Background: an optimization exercise with open tools, aiming at small area, a short achievable clock period and few clock cycles. Do not read the settings as production practice. Only simulation tests tie the RTL to the original design; equivalence was not proved. Power and IR drop assume default switching activity.

[design/flow/run.sh]
#!/bin/bash
# synth_recipe.tcl (not shown) runs the flow's synth.tcl, then flattens the netlist and writes it again
# the make line also repeats each setting of config.mk as NAME=value (left out here)
make -C /OpenROAD-flow-scripts/flow DESIGN_CONFIG=/design/flow/config.mk WORK_HOME=/design/flow/orfs CLKGATE_MAP_FILE= SYNTH_SCRIPT=/design/flow/synth_recipe.tcl finish
[design/flow/constraint.sdc]
create_clock -name core_clock -period 11.0 [get_ports {clk}]
set_input_delay 2.2000 -clock core_clock [delete_from_list [all_inputs] [get_ports {clk}]]
set_output_delay 2.2000 -clock core_clock [all_outputs]
set_load 0.01 [all_outputs]
[design/flow/config.mk]
export PLATFORM = sky130hd
export DESIGN_NAME = cpu
export DESIGN_NICKNAME = cpu
export VERILOG_FILES = /design/flow/design.v
export SDC_FILE = /design/flow/constraint.sdc
export NUM_CORES = 4
export LEC_CHECK = 0
export CAP_MARGIN = 20
export CORE_MARGIN = 2
export CORE_UTILIZATION = 40
export PLACE_DENSITY = 0.6
export SLEW_MARGIN = 20
[design/flow/design.v]
module pc (
           input wire clk,
           input wire rst,
           input wire[31:0] pc,
           input wire jump,
           input wire [31:0] jump_addr,
           output reg [31:0] next_pc,
           output reg [31:0] o_pc,
           output reg        inst_valid    
       );
always @(*) begin
    if(jump)
        next_pc <= jump_addr;
    else
        next_pc <= pc+4;
end
always @ (posedge clk) begin
    if (rst) begin
        o_pc       <= 32'h0-4;
        inst_valid <= 1'b0;
    end
    else begin
        o_pc       <= next_pc;
        inst_valid <= 1'b1;
    end
end
endmodule
module id (
           input wire clk,
           input wire rst,
           input wire[31:0] pc,
           input wire[31:0] inst,
           input wire inst_valid,
           output reg[4:0] opcode,   
           output wire[31:0] reg_addr1,  
           output wire[31:0] reg_addr2,  
           input wire[31:0] reg_data1,
           input wire[31:0] reg_data2,
           input wire[31:0] last_data,
           input wire[4:0] last_rd,
           input wire last_we,
           output reg o_jump,
           output reg[4:0] rd,
           output reg[31:0] jump_addr,
           output reg[31:0] op1,
           output reg[31:0] op2,
           output reg[4:0] o_opcode
       );
assign reg_addr1 = inst[19:15];
assign reg_addr2 = inst[24:20];
always @(*) begin
    casex(inst)
        32'bxxxxxxxxxxxxxxxxxxxxxxxxx1101111: opcode <= 5'b10000;   
        32'bxxxxxxxxxxxxxxxxx000xxxxx1100011: opcode <= 5'b10001;   
        32'bxxxxxxxxxxxxxxxxx010xxxxx0000011: opcode <= 5'b10100;   
        32'bxxxxxxxxxxxxxxxxx010xxxxx0100011: opcode <= 5'b10101;   
        32'bxxxxxxxxxxxxxxxxx000xxxxx0010011: opcode <= 5'b01100;   
        32'b0000000xxxxxxxxxx000xxxxx0110011: opcode <= 5'b01101;   
        32'b0100000xxxxxxxxxx000xxxxx0110011: opcode <= 5'b01110;   
        32'b0000000xxxxxxxxxx001xxxxx0110011: opcode <= 5'b01000;   
        32'b0000000xxxxxxxxxx100xxxxx0110011: opcode <= 5'b00110;   
        32'b0000000xxxxxxxxxx101xxxxx0110011: opcode <= 5'b01001;   
        32'b0000000xxxxxxxxxx110xxxxx0110011: opcode <= 5'b00101;   
        32'b0000000xxxxxxxxxx111xxxxx0110011: opcode <= 5'b00100;   
        default:  opcode <= 5'b11111;   
    endcase
end
reg[31:0] tmp_pc;
reg[4:0] tmp_reg1;
reg[4:0] tmp_reg2;
reg[31:0] imm_I;
reg[31:0] imm_B;
reg[31:0] imm_S;
reg[31:0] imm_J;
always @(posedge clk) begin
    tmp_pc   <= pc;
    tmp_reg1 <= reg_addr1;
    tmp_reg2 <= reg_addr2;
    imm_I <= {{21{inst[31:31]}}, inst[30:20]};
    imm_B <= {{20{inst[31:31]}}, inst[ 7: 7], inst[30:25], inst[11:8], 1'b0};
    imm_S <= {{21{inst[31:31]}}, inst[30:25], inst[11:7]};
    imm_J <= {{12{inst[31:31]}}, inst[19:12], inst[20:20], inst[30:25], inst[24:21], 1'b0};
    if (rst || o_jump || !inst_valid)
        o_opcode <= 5'b11111;
    else
        o_opcode <= opcode;
    rd       <= inst[11:7];
end
reg[31:0] r1;
reg[31:0] r2;
always @(*) begin
    if(tmp_reg1==last_rd && last_we && last_rd!=5'd0) begin
        r1 <= last_data;
    end
    else
        r1 <= reg_data1;
    if(tmp_reg2==last_rd && last_we && last_rd!=5'd0) begin
        r2 <= last_data;
    end
    else
        r2 <= reg_data2;
end
always @(*) begin
    if (o_opcode == 5'b10000) begin       
        o_jump    <= 1;
        jump_addr <= tmp_pc + imm_J;
        op1       <= tmp_pc;
        op2       <= 4;
    end
    else if (o_opcode == 5'b10001) begin  
        if (r1==r2)
            o_jump    <= 1;
        else
            o_jump    <= 0;
        jump_addr <= tmp_pc + imm_B;
        op1       <= 0;
        op2       <= 0;
    end
    else if (o_opcode == 5'b10101) begin  
        o_jump    <= 0;
        jump_addr <= 0;
        op1       <= r1+imm_S;
        op2       <= r2;        
    end
    else if (o_opcode == 5'b10100) begin  
        o_jump    <= 0;
        jump_addr <= 0;
        op1       <= r1+imm_I;      
        op2       <= 0;
    end
    else if (o_opcode==5'b01100 ) begin  
        o_jump    <= 0;
        jump_addr <= 0;
        op1       <= r1;
        op2       <= imm_I;
    end
    else begin  
        o_jump    <= 0;
        jump_addr <= 0;
        op1       <= r1;
        op2       <= r2;
    end
end
endmodule
module micro_inst (
           input  wire          clk,
           input  wire          rst,
           input  wire[4:0]     opcode,
           input wire jump,
           input wire inst_valid,
           output reg          mem_re,
           output reg          mem_we,
           output reg          reg_we
       );
always @(posedge clk) begin
    if (rst || jump || !inst_valid) begin
        mem_re <= 0;
        mem_we <= 0;
        reg_we <= 0;
    end
    else begin
        if (opcode == 5'b10100)   
            mem_re <= 1;
        else
            mem_re <= 0;
        if (opcode == 5'b10101)   
            mem_we <= 1;
        else
            mem_we <= 0;
        case (opcode)
            5'b10000: reg_we <= 1; 			 
            5'b10001: reg_we <= 0; 		     
            5'b10100: reg_we <= 1; 			 
            5'b10101: reg_we <= 0; 			 
            5'b01100: reg_we <= 1;  		 
            5'b01101: reg_we <= 1;  		 
            5'b01110: reg_we <= 1;  		 
            5'b01000: reg_we <= 1;	         
            5'b00110: reg_we <= 1; 		     
            5'b01001: reg_we <= 1;  	     
            5'b00101: reg_we <= 1;  		 
            5'b00100: reg_we <= 1;  		 
            default:  reg_we <= 0;
        endcase
    end
end
endmodule
module register(
           input   wire        clk,                   
           input   wire        reg_we,                   
           input   wire[4:0]   write_addr,             
           input   wire[31:0]  write_data,            
           input   wire[4:0]   read_addr1,             
           input   wire[4:0]   read_addr2,            
           output  reg [31:0]  read_data1,             
           output  reg [31:0]  read_data2             
       );
reg [31:0] reg_file [1:31];
reg[4:0]  r1;
reg[4:0]  r2;
always @ (posedge clk) begin
    if (reg_we && write_addr != 5'd0) begin
        reg_file[write_addr] <= write_data;
    end
    r1 <= read_addr1;
    r2 <= read_addr2;
end
always @(*) begin
    read_data1 <= (r1 == 5'd0) ? 32'b0 : reg_file[r1];
    read_data2 <= (r2 == 5'd0) ? 32'b0 : reg_file[r2];
end
endmodule
module alu (
           input wire clk,
           input wire [31:0] op1,
           input wire [31:0] op2,
           input wire [4:0] op,
           output reg [31:0] alu_out
       );
always @(posedge clk) begin
    case (op)
        5'b10000: alu_out <= op1 +  op2; 		 
        5'b10001: alu_out <= 32'b0; 		     
        5'b10100: alu_out <= 32'b0; 			 
        5'b10101: alu_out <= 32'b0; 			 
        5'b01100: alu_out <= op1 +  op2;  		 
        5'b01101: alu_out <= op1 +  op2;  		 
        5'b01110: alu_out <= op1 -  op2;  		 
        5'b01000: alu_out <= op1 << op2[4:0];	 
        5'b00110: alu_out <= op1 ^  op2; 		 
        5'b01001: alu_out <= op1 >> op2[4:0];  	 
        5'b00101: alu_out <= op1 |  op2;  		 
        5'b00100: alu_out <= op1 &  op2;  		 
        default:  alu_out <= 32'b0;
    endcase
end
endmodule
module mem(
           input	wire		clk,
           input	wire		rst,
           input	wire		mem_re,
           input	wire		mem_we,
           input	wire[31:0]	mem_addr,
           input	wire[31:0]	mem_data_in,
           output	wire[31:0]	mem_data_out,
           output	reg		    o_mem_re,
           output	wire		dmem_re,
           output	wire		dmem_we,
           output	wire[31:0]	dmem_addr,
           output	wire[31:0]	dmem_wdata,
           input	wire[31:0]	dmem_rdata
       );
assign dmem_re      = mem_re;
assign dmem_we      = mem_we;
assign dmem_addr    = mem_addr;
assign dmem_wdata   = mem_data_in;
assign mem_data_out = dmem_rdata;
always @ (posedge clk) begin
    if (rst)
        o_mem_re <= 1'b0;
    else
        o_mem_re <= mem_re;
end
endmodule
module pre_wb (
           input   wire         clk,
           input   wire         rst,
           input   wire         mem_re,
           input   wire         reg_we,
           input   wire[31:0]   alu_out,
           input   wire[31:0]   mem_data_out,
           input   wire[4:0]    reg_addr,
           output  reg[4:0]    o_reg_addr,
           output  reg[31:0]    mem_out,
           output  reg          o_reg_we
       );
always @(*) begin
    if (mem_re) begin
        mem_out <= mem_data_out;
    end else begin
        mem_out <= alu_out;
    end
end
always @(posedge clk) begin
    o_reg_addr <= reg_addr;
    if (rst)
        o_reg_we <= 1'b0;
    else
        o_reg_we <= reg_we;
end
endmodule
module cpu (
           input  wire        clk,
           input  wire        rst,
           output wire [31:0] imem_addr,
           input  wire [31:0] imem_rdata,
           output wire        dmem_re,
           output wire        dmem_we,
           output wire [31:0] dmem_addr,
           output wire [31:0] dmem_wdata,
           input  wire [31:0] dmem_rdata
       );
wire jump;
wire inst_valid;
wire mem_re, o_mem_re, mem_we, reg_we, o_reg_we;
wire[31:0] pc, next_pc;  
wire[31:0] jump_addr, inst;
wire[31:0] reg_data1, reg_data2, reg_addr1, reg_addr2;
wire[31:0] op1, op2, alu_out, mem_data_out, mem_out;
wire[4:0] opcode, o_opcode;
wire[4:0] rd, o_rd;
pc the_pc(
       .clk(clk), .rst(rst), .pc(pc), .jump(jump), .jump_addr(jump_addr),
       .next_pc(next_pc),
       .o_pc(pc), .inst_valid(inst_valid)  
   );
assign imem_addr = next_pc;
assign inst      = imem_rdata;
id the_id(
       .clk(clk), .rst(rst), .pc(pc), .inst(inst), .inst_valid(inst_valid),
       .reg_data1(reg_data1), .reg_data2(reg_data2), .last_rd(o_rd), .last_data(mem_out), .last_we(o_reg_we),
       .opcode(opcode),.reg_addr1(reg_addr1), .reg_addr2(reg_addr2),
       .o_jump(jump), .jump_addr(jump_addr), .rd(rd), .op1(op1), .op2(op2), .o_opcode(o_opcode) 
   );
micro_inst the_micro_inst(
               .clk(clk), .rst(rst), .opcode(opcode),.jump(jump), .inst_valid(inst_valid),
               .mem_re(mem_re), .mem_we(mem_we), .reg_we(reg_we)  
           );
register the_register(
             .clk(clk), .read_addr1(reg_addr1[4:0]), .read_addr2(reg_addr2[4:0]), .reg_we(o_reg_we), .write_addr(o_rd), .write_data(mem_out),
             .read_data1(reg_data1), .read_data2(reg_data2)  
         );
alu the_alu(
        .clk(clk), .op1(op1), .op2(op2), .op(o_opcode),
        .alu_out(alu_out)  
    );
mem the_mem(
        .clk(clk), .rst(rst), .mem_re(mem_re), .mem_we(mem_we), .mem_addr(op1), .mem_data_in(op2),
        .mem_data_out(mem_data_out), .o_mem_re(o_mem_re), 
        .dmem_re(dmem_re), .dmem_we(dmem_we), .dmem_addr(dmem_addr), .dmem_wdata(dmem_wdata), .dmem_rdata(dmem_rdata)
    );
pre_wb the_pre_wb(
           .clk(clk), .rst(rst), .alu_out(alu_out), .mem_re(o_mem_re), .mem_data_out(mem_data_out), .reg_addr(rd), .reg_we(reg_we),
           .mem_out(mem_out),  
           .o_reg_addr(o_rd), .o_reg_we(o_reg_we)   
       );
endmodule
==> notes.md <==
Pwr Total -> 11.7 mW
Via-to-Cell Ratio -> 6.74
IO buf count -> 163
Area of the multi-input gates -> 31800 um2
Compound-Gate Fraction of Synth Area -> 0.145
Min cycle time layout -> 10.33 ns
Fin nets -> 5631
Setup Viol. Count Final -> 0
Grt total ovfl -> 0
Post-synth EDFFs -> 992
Number of DRC markers in iteration 0 -> 7896
RSZ-0062 raised after global routing -> no
Cts repair resizes -> 0
Static Leak -> 24.3 nW
Number of iterations in the first detailed-routing pass -> 7
Peak supply drop -> 0.245 mV
Worst Setup End Kind -> output pin
Post-synth cell types -> 108
PwrDens -> 156 nW/um2
Busiest grt layer -> met2
Relative slew slack -> 0.192
Met1 Usage GRT -> 0.418
Reg2reg path depth -> 27
Worst hold path depth -> 0
Skew final -> 0.0817 ns
Initial antenna violation count -> 14
Die width -> 411 um
Worst r2r src -> the_register.r1[1]
Worst-path fanout max -> 27
Synth async-reset ratio -> 0
Simple-gate share of the synthesized area -> 0.0836
Share of layout cells above drive strength 1 -> 0.180
Wirelength per Cell -> 36.0 um
Flip-flop and latch area -> 32600 um2
Core ar. -> 165000 um2
Max Root-Sink Buffers -> 3
Fillers -> 14815
Die height -> 411 um
H-tree Lvls -> 3
Primary FF master, synth -> edfxtp_1
Post-Syn Area -> 66200 um2
CTS root buf -> clkbuf_16
Antenna-violating nets left -> 0
Pin count of the biggest net entering global routing -> 91
Grt met2 use -> 0.489
Setup crit start kind -> register
Critical path required time -> 8.80 ns
Crit Path Class -> register to output pin
Rows -> 149
Synth Area in XOR/XNOR -> 0.0233
Status -> complete, no violations
Clk sink count -> 1129
Remaining DRCs -> 0
GRT Util Overall -> 0.320
Hold endpoint -> the_id.tmp_pc[0]
Post-DP HPWL -> 191000 um
DRT Wirelength -> 277000 um
Seq cells post-synth -> 1129
Hold wc startpoint -> the_pc.o_pc[0]
Worst Max-Slew Pin Slew -> 1.20 ns
I/O pins -> 164
Clock Latency Late Sink -> 0.80 ns
CTS clk-pin slew, worst paths -> 0.06 ns
Syn nets -> 5496
Post-Synth Adder-Cell Area -> 0.0357
Vias in the first global route -> 49305
Part of the cycle the worst path needs -> 0.939
Main combinational cell family by area after synthesis -> multiplexers
Post-CTS setup buffer count -> 0
Final Hold Viols -> 0
Max Fclk -> 96.8 MHz
CTS buffer count -> 121
Mapped Avg Cell Area -> 12.6 um2
Fin. max-slew vios -> 0
Hold buffers post-CTS -> 0
MaxCap Viol Count -> 0
Synth Instances -> 5244
P&R area growth vs syn -> 13.2%
Mux share of post-synthesis cell area -> 0.187
Setup TNS -> 0 ns
Register area share after synthesis -> 0.491
Initial core utilization -> 0.402
GR Util met3 -> 0.0813
Via Count -> 51754
Die area -> 169000 um2
TritonCTS clock tree -> built
Endpoint of the worst register-to-register path -> the_alu.alu_out[28]
First-pass GRT wire length -> 383000 um
Register-to-register setup slack -> 1.88 ns
Worst hold path type -> register to register
Arrival @ worst endpoint -> 8.13 ns
Final Wtd Congestion -> 1.01
Ys Warns -> 7
## Yosys cell counts (13+ instances only)
| library cell | number | area [um2] |
|---|---|---|
| nand3_1 | 102 | 510 |
| and2_1 | 37 | 231 |
| a211o_1 | 42 | 368 |
| a22oi_1 | 131 | 983 |
| o21a_1 | 35 | 263 |
| a21o_1 | 86 | 646 |
| a31oi_1 | 50 | 313 |
| a21boi_0 | 15 | 113 |
| o211ai_1 | 53 | 398 |
| buf_2 | 71 | 355 |
| xnor2_1 | 109 | 955 |
| clkbuf_1 | 188 | 706 |
| a21oi_1 | 302 | 1510 |
| nor2b_1 | 30 | 188 |
| mux2i_1 | 283 | 2830 |
| nand4_1 | 38 | 238 |
| xor2_1 | 67 | 587 |
| a211oi_1 | 111 | 833 |
| a31o_2 | 13 | 114 |
| or2_2 | 15 | 93.8 |
| inv_1 | 108 | 405 |
| a22o_1 | 36 | 315 |
| buf_1 | 27 | 101 |
| a221oi_1 | 33 | 289 |
| mux4_2 | 393 | 8850 |
| nor2_1 | 385 | 1450 |
| buf_4 | 35 | 263 |
| mux2_2 | 56 | 631 |
| nor3_1 | 51 | 255 |
| nand2b_1 | 53 | 332 |
| or3_1 | 23 | 144 |
| o221ai_1 | 14 | 123 |
| nor4_1 | 15 | 93.8 |
| o21ai_1 | 13 | 65.1 |
| edfxtp_1 | 992 | 29800 |
| o21ai_0 | 179 | 896 |
| o31ai_1 | 22 | 165 |
| ha_1 | 181 | 2260 |
| o22ai_1 | 75 | 469 |
| o21bai_1 | 15 | 113 |
| buf_6 | 33 | 372 |
| and3_1 | 51 | 319 |
| dfxtp_1 | 137 | 2740 |
| nand2_1 | 284 | 1070 |
| a221o_1 | 16 | 160 |
## layer usage
layer,part of all wire,vias up
met5,0.00029,-
met4,0.066,12
met3,0.11,749
met2,0.44,3477
met1,0.38,26292
li1,-,21224
## cell usage in the layout, fill, tap and decap left out, types with 22 or more instances in the layout
cell type,instances
edfxtp_1,992
mux2i_1,283
a31oi_1,50
xor2_1,67
a22o_1,36
a21o_1,86
clkinv_1,31
nor2_1,349
and3_1,51
or3_1,23
dfxtp_1,123
o22ai_1,75
mux2_2,56
a22oi_1,131
clkbuf_16,121
inv_1,108
a21oi_1,302
o31ai_1,22
xnor2_1,109
buf_4,191
o211ai_1,53
o21ai_0,177
clkdlybuf4s50_1,163
nand4_1,38
nand3_1,102
a211o_1,42
nand2_1,283
ha_1,181
o21a_1,35
a211oi_1,110
nor2_4,32
nor2b_1,24
nand2b_1,53
a221oi_1,33
mux4_2,393
clkinv_2,29
nor3_1,49
and2_1,37
## cell families (layout without fill, tap and decap cells)
kind of cell | after synthesis | after routing
flops | 1129 | 1129
other cells | 0 | 7
fa+ha+maj | 186 | 186
xor+xnor | 176 | 176
compound gates | 1388 | 1388
mux | 735 | 735
buf+inv | 474 | 715
simple gates | 1156 | 1156
## where the power goes
group | switching, mW | total, mW | internal [mW]
sequential | 0.176 | 4.87 | 4.69
clock | 1.81 | 4.24 | 2.43
combinational | 1.56 | 2.61 | 1.05
total | 3.55 | 11.7 | 8.17
## flip-flops by register name, summed over array words and instances (netlist names), 4 cells and up
name	count
the_id.o_opcode	5
the_pc.o_pc	32
the_pre_wb.o_reg_addr	5
the_register.r1	4
the_id.imm_J	4
the_alu.alu_out	32
the_id.imm_I	7
the_id.rd	4
the_register.reg_file	992
the_register.r2	4
the_id.tmp_pc	32
## final cells by class
class,instances,area share
flip-flops and latches,1129,0.434
multi-input cells,3641,0.423
repair buffers,369,0.0450
clock buffers,141,0.0419
well taps,2189,0.0365
clock inverters,88,0.0131
inverters,117,0.00585
diodes,7,0.000233
## stage by stage
step,hold slack [ns],area (um2),utilization,std cells,setup WS (ns)
2_1_floorplan,0.331,66200,-,5244,3.00
3_3_place_gp,0.341,70800,0.430,7444,1.01
3_5_place_dp,0.348,70800,0.430,7444,0.996
4_1_cts,0.355,75000,0.455,7673,0.726
5_1_grt,0.365,75000,0.455,7674,0.477
6_report,0.360,75000,0.455,7681,0.666
## worst max-delay path by stage
stage	to	from	cells past startpoint
after CTS	dmem_addr[30]	the_register.r1[1]	16
after detailed placement	dmem_addr[31]	dmem_rdata[3]	16
after global routing	dmem_addr[30]	the_register.r1[0]	16
final	dmem_addr[30]	the_register.r1[0]	16
after global placement	dmem_addr[31]	dmem_rdata[3]	16
after floorplan	the_alu.alu_out[28]	dmem_rdata[8]	25
## worst max-delay path, cell delays in order (launching register included)
cell and delay [ns]:
dfxtp_4 0.82, buf_4 0.51, mux4_2 0.55, a22o_1 0.25, a221o_1 0.42, a221oi_1 0.64, inv_2 0.11, ha_1 0.60
nand4_1 0.32, nor4_1 0.90, nand2_1 0.21, a31o_2 0.31, a21boi_0 0.18, o31ai_1 0.09, o22ai_1 0.62, inv_1 0.20
clkdlybuf4s50_1 0.53
Testbench counts, summed over its fixed seeds: cycles 25,263.

what the ideal ports hide:
In the flow no input, the clock included, has a driving cell. The finished layout below was timed again as built, in two steps.
Step 1 assumes that a clkbuf_16 drives the clock port and a buf_2 every other input.
Step 2 times the ports against the registers' clock, not the clock port: input delays grow and output delays shrink by t, the midpoint of the rising clock arrivals with the driver on.
Three values: ideal ports, drivers, drivers and shift; two values: the first two.
t (ns): 0.840
setup slack, ns: 0.666 / 0.582 / 0.793
worst hold slack (ns): 0.360 / 0.360 / 0.360
After both steps setup and hold are still met in this run. For this run, drivers alone change the setup slack by -0.084 ns; drivers and shift together by +0.127 ns.
